This is an optimization exercise on Yosys and OpenROAD, whose aim is small area and a short achievable clock period, not a production implementation.
RTL that was checked went through simulation tests only; none was proved equivalent to the original.

// MAC_25
module MAC_25(
    input         sys_clk,
    input         sys_en,
    input         rst_n,
    input  [7:0]  data_in_a,
    input         sign_data_in_a,
    input  [7:0]  data_in_b,
    output [15:0] mul_output,
    output [24:0] mac_output
);
    wire [7:0] a = data_in_a;
    wire       t = sign_data_in_a;
    wire       bz = |data_in_b[6:0];
    wire [7:0] bp = {data_in_b[7] & bz, data_in_b[6:0]} ^ {8{t}};
    wire       sel1 = data_in_b[0];
    wire       sel2 = t & ~data_in_b[0];
    wire pp0_0 = (sel1 & a[0]);
    wire pp0_1 = (sel1 & a[1]) | (sel2 & a[0]);
    wire pp0_2 = (sel1 & a[2]) | (sel2 & a[1]);
    wire pp0_3 = (sel1 & a[3]) | (sel2 & a[2]);
    wire pp0_4 = (sel1 & a[4]) | (sel2 & a[3]);
    wire pp0_5 = (sel1 & a[5]) | (sel2 & a[4]);
    wire pp0_6 = (sel1 & a[6]) | (sel2 & a[5]);
    wire pp0_7 = (sel1 & a[7]) | (sel2 & a[6]);
    wire pp0_8 = (sel2 & a[7]);
    wire pp1_0 = a[0] & bp[1];
    wire pp1_1 = a[1] & bp[1];
    wire pp1_2 = a[2] & bp[1];
    wire pp1_3 = a[3] & bp[1];
    wire pp1_4 = a[4] & bp[1];
  ...
Size: about 360 cells after synthesis, about 25 flip-flops, roughly 61 I/O pins, about 3500 µm² of cells after synthesis.
Settings: LEC_CHECK=0, CAP_MARGIN=20, CORE_MARGIN=2, CORE_UTILIZATION=40, SETUP_SLACK_MARGIN=2.5, SLEW_MARGIN=20; clock period 12.0 ns.
run.sh (not shown) runs the stock make flow with config.mk's settings and CLKGATE_MAP_FILE= SYNTH_SCRIPT=/design/flow/synth_recipe.tcl, a recipe that flattens the netlist after the stock synthesis.
Then changed:
Settings changed: CORE_UTILIZATION 40 to 65.
After rerunning: First-iteration DRC count is higher by 28%; register-to-register slack degrades by 0.10 ns; routed wire length came out higher by 13%; clock skew stays flat; critical path depth went up by 2; die area came out lower by 37%; setup slack is worse by 0.088 ns; cell count falls by 5.7%; via count went up by 4.8%; non-clock buffer count is higher by 8.
Then changed:
Settings changed: CORE_UTILIZATION 65 to 40, SETUP_SLACK_MARGIN 2.5 to 2.
Result: Design area is lower by about 5%. Sequential share of layout area is higher by 0.72 points. Count of clock-buffer cells in the layout stays the same. Clock skew barely changes. Global-route usage is lower by 11 points. Via count is lower by about 5.4%. Synthesized cell count is unchanged. Routed wire length is lower by about 15%. Die area is higher by 59%.
Then changed:
Settings changed: SETUP_SLACK_MARGIN 2 to 3.
After rerunning: The new run went through all stages and came out clean; register-to-register slack improved by 0.07 ns; via count grows by 1.3%; synthesized area does not change; routed wire length rose by 2.8%; non-clock buffer count goes up by 26; setup slack is better by 0.73 ns; final area went up by 9.1%; sequential share of layout area fell by 1.2 points.
Function was not checked in any run of this note: the RTL went through the layout flow alone.

========
MAC_25, a different RTL version from the one above (not shown whole).
Size: roughly 320 cells after synthesis, ~25 flip-flops, about 0.0034 mm² of cells after synthesis.
export LEC_CHECK = 0
export CAP_MARGIN = 20
export CORE_MARGIN = 2
export CORE_UTILIZATION = 40
export SETUP_SLACK_MARGIN = 2.65
export SLEW_MARGIN = 20
create_clock -name core_clock -period 12.0 [get_ports {sys_clk}]
standard.sh (not shown) runs the stock make flow with config.mk's settings and CLKGATE_MAP_FILE= SYNTH_SCRIPT=/design/flow/synth_recipe.tcl, a recipe that flattens the netlist after the stock synthesis.
==> flow/flow/run.sh <==
#!/bin/bash
set -euo pipefail
sed 's/yosys synth -nofsm -noshare/yosys synth -nofsm -noshare -noabc/' synth_recipe.tcl > my_synth.tcl
bash standard.sh "SYNTH_SCRIPT=$PWD/my_synth.tcl" "BUFFER_PORTS_ARGS=-buffer_cell sky130_fd_sc_hd__buf_1" finish > standard.log 2>&1
The baseline completed without violations.
Next try:
Settings changed: CTS_BUF_LIST from default to sky130_fd_sc_hd__clkbuf_16, CTS_CLUSTER_DIAMETER from default to 200, CTS_CLUSTER_SIZE from default to 30, SETUP_SLACK_MARGIN 2.65 to 2.5.
Result: Via count falls by about 0.45%; synthesized area is unchanged; setup slack is worse by 0.10 ns; count of clock-buffer cells in the layout fell by 1; cell area went down by about 0.6%; register-to-register slack loses 0.06 ns; final cell count is about the same; sequential cell count is unchanged; routed wire length falls by about 1.3%.
Next try:
Settings changed: CTS_BUF_LIST sky130_fd_sc_hd__clkbuf_16 to sky130_fd_sc_hd__clkbuf_8, CTS_CLUSTER_DIAMETER 200 to default, CTS_CLUSTER_SIZE 30 to default.
What happened: Cell area decreases by 0.88%. Maximum frequency barely changes. Global-route usage barely changes. First-iteration DRC count went down by 11%. Count of clock-buffer cells in the layout does not change. Synthesized cell count is unchanged.
Next try:
Settings changed: CTS_BUF_LIST sky130_fd_sc_hd__clkbuf_8 to default, SETUP_SLACK_MARGIN 2.5 to 1.5.
The new run finished clean.
First-iteration DRC count is higher by 31%.
Register-to-register slack loses 0.03 ns.
Flip-flop and latch count is unchanged.
Final area goes down by 1.4%.
Worst setup slack got worse by 0.27 ns.
Next try:
Settings changed: SETUP_SLACK_MARGIN 1.5 to 3.5.
After rerunning: The new run passed the timing, design-rule and antenna checks. Non-clock buffer count grows by 29. Register-to-register slack is better by 0.13 ns. Sequential cell count is unchanged. Die area does not change. Synthesized area stays the same. Critical path depth shrinks by 1. Utilization grows by 7.6 points. Final area grows by about a fifth. Via count grows by a little under a tenth. Worst setup slack is better by 0.76 ns.
Next try:
Settings changed: ABC_AREA from default to 1, SETUP_SLACK_MARGIN 3.5 to 2.5.
Outcome: The changed run ran to the end with no violations. Wire length came out higher by 0.90%. Utilization came out lower by 7.9 points. Cell count came out higher by 23%. Via count increases by 17%. Cell area fell by 9.9%. Setup slack gets worse by 0.27 ns. Die area climbs by 4.5%. Synthesized area is higher by 4.7%. Global-route usage is higher by 0.36 points.

========
Another version of the RTL of MAC_25 (not shown whole).
Size in the first run: roughly 25 flip-flops, roughly 61 I/O pins, about 3200 µm² of cells after synthesis.
==> flow/design.v (excerpt) <==
module MAC_25(
    input         sys_clk,
    input         sys_en,
    input         rst_n,
    input  [7:0]  data_in_a,
    input         sign_data_in_a,
    input  [7:0]  data_in_b,
    output [15:0] mul_output,
    output [24:0] mac_output
);
    wire [64:0] pp;
    wire [15:0] ra, rb, prod;
    wire [24:0] acc_next;
    reg  [24:0] acc;
    mac_pp u_pp(.data_in_a(data_in_a), .sign_data_in_a(sign_data_in_a), .data_in_b(data_in_b), .pp(pp));
    mac_tree u_tree(.pp(pp), .ra(ra), .rb(rb));
    mac_cpa u_cpa(.ra(ra), .rb(rb), .prod(prod));
    mac_acc u_acc(.sys_en(sys_en), .acc(acc), .prod(prod), .acc_next(acc_next));
    assign mul_output = prod;
    always @(posedge sys_clk or negedge rst_n) begin
        if (!rst_n)
            acc <= 25'd0;
        else
            acc <= acc_next;
    end
    assign mac_output = acc;
endmodule
Settings: LEC_CHECK=0, CAP_MARGIN=20, CORE_MARGIN=2, CORE_UTILIZATION=40, SETUP_SLACK_MARGIN=2.25, SLEW_MARGIN=20; clock period 12.0 ns.
==> flow/flow/run.sh <==
#!/bin/bash
set -euo pipefail
sed 's/yosys synth -nofsm -noshare/yosys synth -nofsm -noshare -noabc/' synth_recipe.tcl > my_synth.tcl
bash standard.sh "SYNTH_SCRIPT=$PWD/my_synth.tcl" "BUFFER_PORTS_ARGS=-buffer_cell sky130_fd_sc_hd__buf_1"  finish > standard.log 2>&1
==> next run, changes <==
==> flow/flow/run.sh (replaced) <==
#!/bin/bash
set -euo pipefail
sed 's/yosys synth -nofsm -noshare/yosys synth -nofsm -noshare -noabc/' synth_recipe.tcl > my_synth.tcl
bash standard.sh "SYNTH_SCRIPT=$PWD/my_synth.tcl" "BUFFER_PORTS_ARGS=-buffer_cell sky130_fd_sc_hd__buf_1" "SETUP_MOVE_SEQUENCE=unbuffer,sizeup,swap" finish > standard.log 2>&1
--- a/flow/config.mk
+++ b/flow/config.mk
@@ -10,3 +10,3 @@
 export CORE_UTILIZATION = 40
-export SETUP_SLACK_MARGIN = 2.25
+export SETUP_SLACK_MARGIN = 3.0
 export SLEW_MARGIN = 20
=>
- via count rises by 1.9%
- synthesized cell count is unchanged
- worst setup slack gains 0.40 ns
- routed wire length rises by about 4%
- final cell count stays the same
==> next run, changes <==
==> flow/flow/run.sh (replaced) <==
#!/bin/bash
set -euo pipefail
sed 's/yosys synth -nofsm -noshare/yosys synth -nofsm -noshare -noabc/' synth_recipe.tcl > my_synth.tcl
bash standard.sh "SYNTH_SCRIPT=$PWD/my_synth.tcl" "BUFFER_PORTS_ARGS=-buffer_cell sky130_fd_sc_hd__buf_1"  finish > standard.log 2>&1
--- a/flow/config.mk
+++ b/flow/config.mk
@@ -10,3 +10,3 @@
 export CORE_UTILIZATION = 40
-export SETUP_SLACK_MARGIN = 3.0
+export SETUP_SLACK_MARGIN = 2.0
 export SLEW_MARGIN = 20
Synthesized area does not change.
Count of clock-buffer cells in the layout stays the same.
==> next run, changes <==
--- a/flow/config.mk
+++ b/flow/config.mk
@@ -10,3 +10,3 @@
 export CORE_UTILIZATION = 40
-export SETUP_SLACK_MARGIN = 2.0
+export SETUP_SLACK_MARGIN = 2.75
 export SLEW_MARGIN = 20
Result: The changed run passed the timing, design-rule and antenna checks. Worst hold slack degrades by 0.0089 ns. Wire length went up slightly. Worst setup slack improves by 0.39 ns. Final cell count went up slightly. Cell area went up by a few percent. Clock-buffer cell count does not change. Die area stays the same. Area after synthesis stays the same.

========
build 76:
MAC_25, a different RTL version from the one above (not shown whole).
Size in the first run: about 320 cells after synthesis, roughly 61 I/O pins, ~3300 sq um of cells after synthesis.
export LEC_CHECK = 0
export CAP_MARGIN = 20
export CORE_MARGIN = 2
export CORE_UTILIZATION = 40
export SETUP_SLACK_MARGIN = 2.5
export SLEW_MARGIN = 20
create_clock -name core_clock -period 12.0 [get_ports {sys_clk}]
==> flow/flow/run.sh <==
#!/bin/bash
set -euo pipefail
HERE=$PWD
sed -e 's#^source \$::env(SCRIPTS_DIR)/synth_preamble.tcl#source $::env(SCRIPTS_DIR)/synth_preamble.tcl\nset abc_args [lreplace $abc_args 1 1 '"$HERE"'/flow/abc.script]#' \
    "$FLOW_HOME/scripts/synth.tcl" > my_synth_core.tcl
sed -e 's/yosys synth -nofsm -noshare/yosys synth -nofsm -noshare -noabc/' \
    -e 's#^source \$::env(SCRIPTS_DIR)/synth.tcl#source '"$HERE"'/my_synth_core.tcl#' synth_recipe.tcl > my_synth.tcl
bash standard.sh "SYNTH_SCRIPT=$HERE/my_synth.tcl" "BUFFER_PORTS_ARGS=-buffer_cell sky130_fd_sc_hd__buf_1" finish > standard.log 2>&1
==> flow/flow/abc.script <==
&get -n
&st
&dch
&nf
&put
buffer -c
topo
stime -c
upsize -c
dnsize -c
diff inputs: build 76 => build 38
Settings: TNS_END_PERCENT: unset -> 1; SETUP_SLACK_MARGIN: 2.5 -> 3.25.
==> flow/flow/run.sh <==
#!/bin/bash
set -euo pipefail
sed 's/yosys synth -nofsm -noshare/yosys synth -nofsm -noshare -noabc/' synth_recipe.tcl > my_synth.tcl
bash standard.sh "SYNTH_SCRIPT=$PWD/my_synth.tcl" "BUFFER_PORTS_ARGS=-buffer_cell sky130_fd_sc_hd__buf_1" finish > standard.log 2>&1
removed: flow/flow/abc.script
[compare] base=build 76 new=build 38: setup slack went up 0.62 ns, design area went up 9.3%. Diff build 76 -> build 38: clock transition time at the flip-flop clock pins of the worst setup and hold paths did not really move; largest stage delay on the critical path saw an increase; simple-gate portion of the synthesized area went down 0.35 points; number of fillers in the final layout saw little to no change. Going from build 76 to build 38, summed instance area of the synthesized netlist grew slightly.
#### Input delta (build 18 over build 38)
Settings: swapping 1 for 5 in TNS_END_PERCENT; swapping 3.25 for 3.5 in SETUP_SLACK_MARGIN.
==> run summary <==
- Summary: number of DRC markers after the initial detailed-route iteration, build 18 better than build 38
- On build 18: clock skew is 0.0031 ns higher than what build 38 gave.
- Compared with build 38, build 18 has extra setup slack.
- Build 18 -> build 38: number of nets in the finished design flat
- Cell count after synthesis came out exactly the same in build 18 and build 38.
--- input diff build 18..build 49 ---
Settings: changing SETUP_SLACK_MARGIN from 3.5 to 3.0; changing TNS_END_PERCENT from 5 to 0.
Notes after the runs:
The global-route usage in build 49 was lower than what build 18 gave.
Sort build 18 and build 49 by headroom to the max-slew limit asc -> top: build 49
Summary of build 49 over build 18: non-clock buffer total of the final layout fell 7; met2 layer wire length in the routed design moved down; area taken by flip-flops and latches stayed essentially flat.
Build 49 vs build 18 — buffer count from post-CTS setup fixing dropped 7.
Die area essentially unchanged between build 49 and build 18.
Taking build 18 as the reference, in build 49 aggregate routed wire length decreased by about 2.3% relative to the old numbers; final hold slack decreased by 0.0076 ns relative to the old numbers; final-stage net count decreased by 1.4% relative to the old numbers.

========
== try-garnet ==
MAC_25 again, from the RTL that the note above started with.
Design MAC_25, start of the top module:
module MAC_25(
    input         sys_clk,
    input         sys_en,
    input         rst_n,
    input  [7:0]  data_in_a,
    input         sign_data_in_a,
    input  [7:0]  data_in_b,
    output [15:0] mul_output,
    output [24:0] mac_output
);
==> flow/config.mk <==
export PLATFORM = sky130hd
export DESIGN_NAME = MAC_25
export DESIGN_NICKNAME = MAC_25
export VERILOG_FILES = /design/flow/design.v
export SDC_FILE = /design/flow/constraint.sdc
export NUM_CORES = 4
export LEC_CHECK = 0
export CAP_MARGIN = 20
export CORE_MARGIN = 2
export CORE_UTILIZATION = 40
export SETUP_SLACK_MARGIN = 2.5
export SLEW_MARGIN = 20
==> flow/constraint.sdc <==
create_clock -name core_clock -period 12.0 [get_ports {sys_clk}]
set_input_delay 2.4000 -clock core_clock [delete_from_list [all_inputs] [get_ports {sys_clk}]]
set_output_delay 2.4000 -clock core_clock [all_outputs]
set_load 0.01 [all_outputs]
==> flow/flow/run.sh <==
#!/bin/bash
set -euo pipefail
HERE=$PWD
sed -e 's#^source \$::env(SCRIPTS_DIR)/synth_preamble.tcl#source $::env(SCRIPTS_DIR)/synth_preamble.tcl\nset abc_args [lreplace $abc_args 1 1 '"$HERE"'/flow/abc.script]#' \
    "$FLOW_HOME/scripts/synth.tcl" > my_synth_core.tcl
sed -e 's/yosys synth -nofsm -noshare/yosys synth -nofsm -noshare -noabc/' \
    -e 's#^source \$::env(SCRIPTS_DIR)/synth.tcl#source '"$HERE"'/my_synth_core.tcl#' synth_recipe.tcl > my_synth.tcl
bash standard.sh "SYNTH_SCRIPT=$HERE/my_synth.tcl" "BUFFER_PORTS_ARGS=-buffer_cell sky130_fd_sc_hd__buf_1" finish > standard.log 2>&1
==> flow/flow/abc.script <==
&get -n
&st
&dch
&nf
&st
&syn2
&synch2
&nf
&st
&syn2
&synch2
&nf
&st
&syn2
&synch2
&nf
&st
&syn2
&synch2
&nf
&st
&syn2
&synch2
&nf
&put
buffer -c
topo
stime -c
upsize -c
dnsize -c
Changes in try-tundra relative to try-garnet:
Settings: swapping 2.5 for 3.0 in SETUP_SLACK_MARGIN.
==> flow/flow/run.sh <==
#!/bin/bash
set -euo pipefail
sed 's/yosys synth -nofsm -noshare/yosys synth -nofsm -noshare -noabc/' synth_recipe.tcl > my_synth.tcl
bash standard.sh "SYNTH_SCRIPT=$PWD/my_synth.tcl" "BUFFER_PORTS_ARGS=-buffer_cell sky130_fd_sc_hd__buf_1" "SKIP_GATE_CLONING=1" finish > standard.log 2>&1
removed: flow/flow/abc.script
## What came out
As of try-tundra, routed length on met1 had risen by more than 10% compared to try-garnet. Changes observed in try-tundra relative to try-garnet: global-route usage has remained practically unchanged, layout cell share with drive strength beyond 1 has increased, via count has increased. try-tundra: well-tap cell count higher than try-garnet. Cmp try-garnet and try-tundra / sequential portion of the cell area / lower: try-tundra. Looking at try-garnet and try-tundra, the clock buffer and inverter area fraction after layout is a wash. ~same relative area change from synthesis to final layout in try-garnet and try-tundra.
Input-level comparison between try-indigo and try-tundra:
==> flow/flow/run.sh <==
#!/bin/bash
set -euo pipefail
HERE=$PWD
sed -e 's#^source \$::env(SCRIPTS_DIR)/synth_preamble.tcl#source $::env(SCRIPTS_DIR)/synth_preamble.tcl\nset abc_args [lreplace $abc_args 1 1 '"$HERE"'/flow/abc.script]#' \
    "$FLOW_HOME/scripts/synth.tcl" > my_synth_core.tcl
sed -e 's/yosys synth -nofsm -noshare/yosys synth -nofsm -noshare -noabc/' \
    -e 's#^source \$::env(SCRIPTS_DIR)/synth.tcl#source '"$HERE"'/my_synth_core.tcl#' synth_recipe.tcl > my_synth.tcl
bash standard.sh "SYNTH_SCRIPT=$HERE/my_synth.tcl" "BUFFER_PORTS_ARGS=-buffer_cell sky130_fd_sc_hd__buf_1" "SETUP_MOVE_SEQUENCE=unbuffer,sizeup,swap" finish > standard.log 2>&1
==> flow/flow/abc.script (new file) <==
&get -n
&st
&dch
&nf
&st
&syn2
&synch2
&nf
&st
&syn2
&synch2
&nf
&st
&syn2
&synch2
&nf
&st
&syn2
&synch2
&nf
&st
&syn2
&synch2
&nf
&put
buffer -c
topo
stime -c
upsize -c
dnsize -c
Results
For routed wire length, dividing the value from try-tundra by the value from try-indigo gives 1.11. Overall routing resource usage in try-indigo is 0.36 points below try-tundra. Compared with try-tundra, in try-indigo met1 track demand over resource down 1.2 points, number of logic stages on the critical path including buffering climbed 4.
For try-violet, these inputs were changed with respect to try-indigo:
Settings: SETUP_SLACK_MARGIN now 2.5, was 3.0.
==> flow/flow/run.sh <==
#!/bin/bash
set -euo pipefail
sed 's/yosys synth -nofsm -noshare/yosys synth -nofsm -noshare -noabc/' synth_recipe.tcl > my_synth.tcl
bash standard.sh "SYNTH_SCRIPT=$PWD/my_synth.tcl" "BUFFER_PORTS_ARGS=-buffer_cell sky130_fd_sc_hd__buf_1" finish > standard.log 2>&1
removed: flow/flow/abc.script
## What came out
Relative to try-indigo, the tap cell count measured on try-violet has increased by a few percent. try-violet ended with more via count than try-indigo. Between try-violet and try-indigo, the difference in clock skew is negligible.

[static timing again, ports no longer ideal]
No port has a modelled driver above. Below, the same layouts with a new extraction and two added sets of constraints. Step 1 sets driving cells, clkbuf_16 on the clock port and buf_2 on the other inputs (assumed; they add their load-dependent delay and slew). Step 2 adds t to the input delays and takes it off the output delays; t is the mean of the earliest and latest rising clock arrival at the registers after step 1. Input paths then give back, and output paths get back, about the clock's delay inside the block. Slacks: no drivers / after step 1 / after step 2; pairs: no drivers / after step 1.
run | shift t [ns] | setup WS [ns] | worst setup path at the end | cell pins on the clock port's net
the first run of note 1 | 0.288 | 2.639 / 2.623 / 2.446 | input to register | 1
the second run of note 1 | 0.294 | 2.551 / 2.530 / 2.335 | input to register | 1
the third run of note 1 | 0.288 | 2.160 / 2.136 / 1.989 | input to register | 1
the fourth run of note 1 | 0.291 | 2.888 / 2.857 / 2.695 | input to register | 1
the first run of note 2 | 0.296 | 2.848 / 2.822 / 2.686 | input to register | 1
the second run of note 2 | 0.289 | 2.747 / 2.722 / 2.610 | input to register | 1
the third run of note 2 | 0.295 | 2.755 / 2.729 / 2.622 | input to register | 1
the fourth run of note 2 | 0.295 | 2.483 / 2.455 / 2.328 | input to register | 1
the fifth run of note 2 | 0.301 | 3.239 / 3.179 / 3.024 | input to register | 1
the sixth run of note 2 | 0.294 | 2.965 / 2.944 / 2.944 | input to output | 1
the first run of note 3 | 0.292 | 2.742 / 2.719 / 2.485 | input to register | 1
the second run of note 3 | 0.288 | 3.141 / 3.057 / 2.918 | input to register | 1
the third run of note 3 | 0.292 | 2.592 / 2.570 / 2.334 | input to register | 1
the fourth run of note 3 | 0.290 | 2.978 / 2.907 / 2.745 | input to register | 1
build 76 | 0.290 | 2.690 / 2.670 / 2.669 | input to register | 1
build 38 | 0.289 | 3.314 / 3.261 / 3.179 | input to register | 1
build 18 | 0.292 | 3.404 / 3.358 / 3.337 | input to register | 1
build 49 | 0.288 | 3.125 / 3.093 / 2.997 | input to register | 1
try-garnet | 0.290 | 2.692 / 2.653 / 2.653 | input to output | 1
try-tundra | 0.288 | 3.164 / 3.130 / 3.028 | input to register | 1
try-indigo | 0.289 | 2.946 / 2.873 / 2.873 | input to output | 1
try-violet | 0.289 | 2.752 / 2.731 / 2.658 | input to register | 1
After both steps every run listed still meets setup and hold. For the third run of note 3, which loses most, drivers alone change the setup slack by -0.022 ns; drivers and shift together by -0.258 ns.
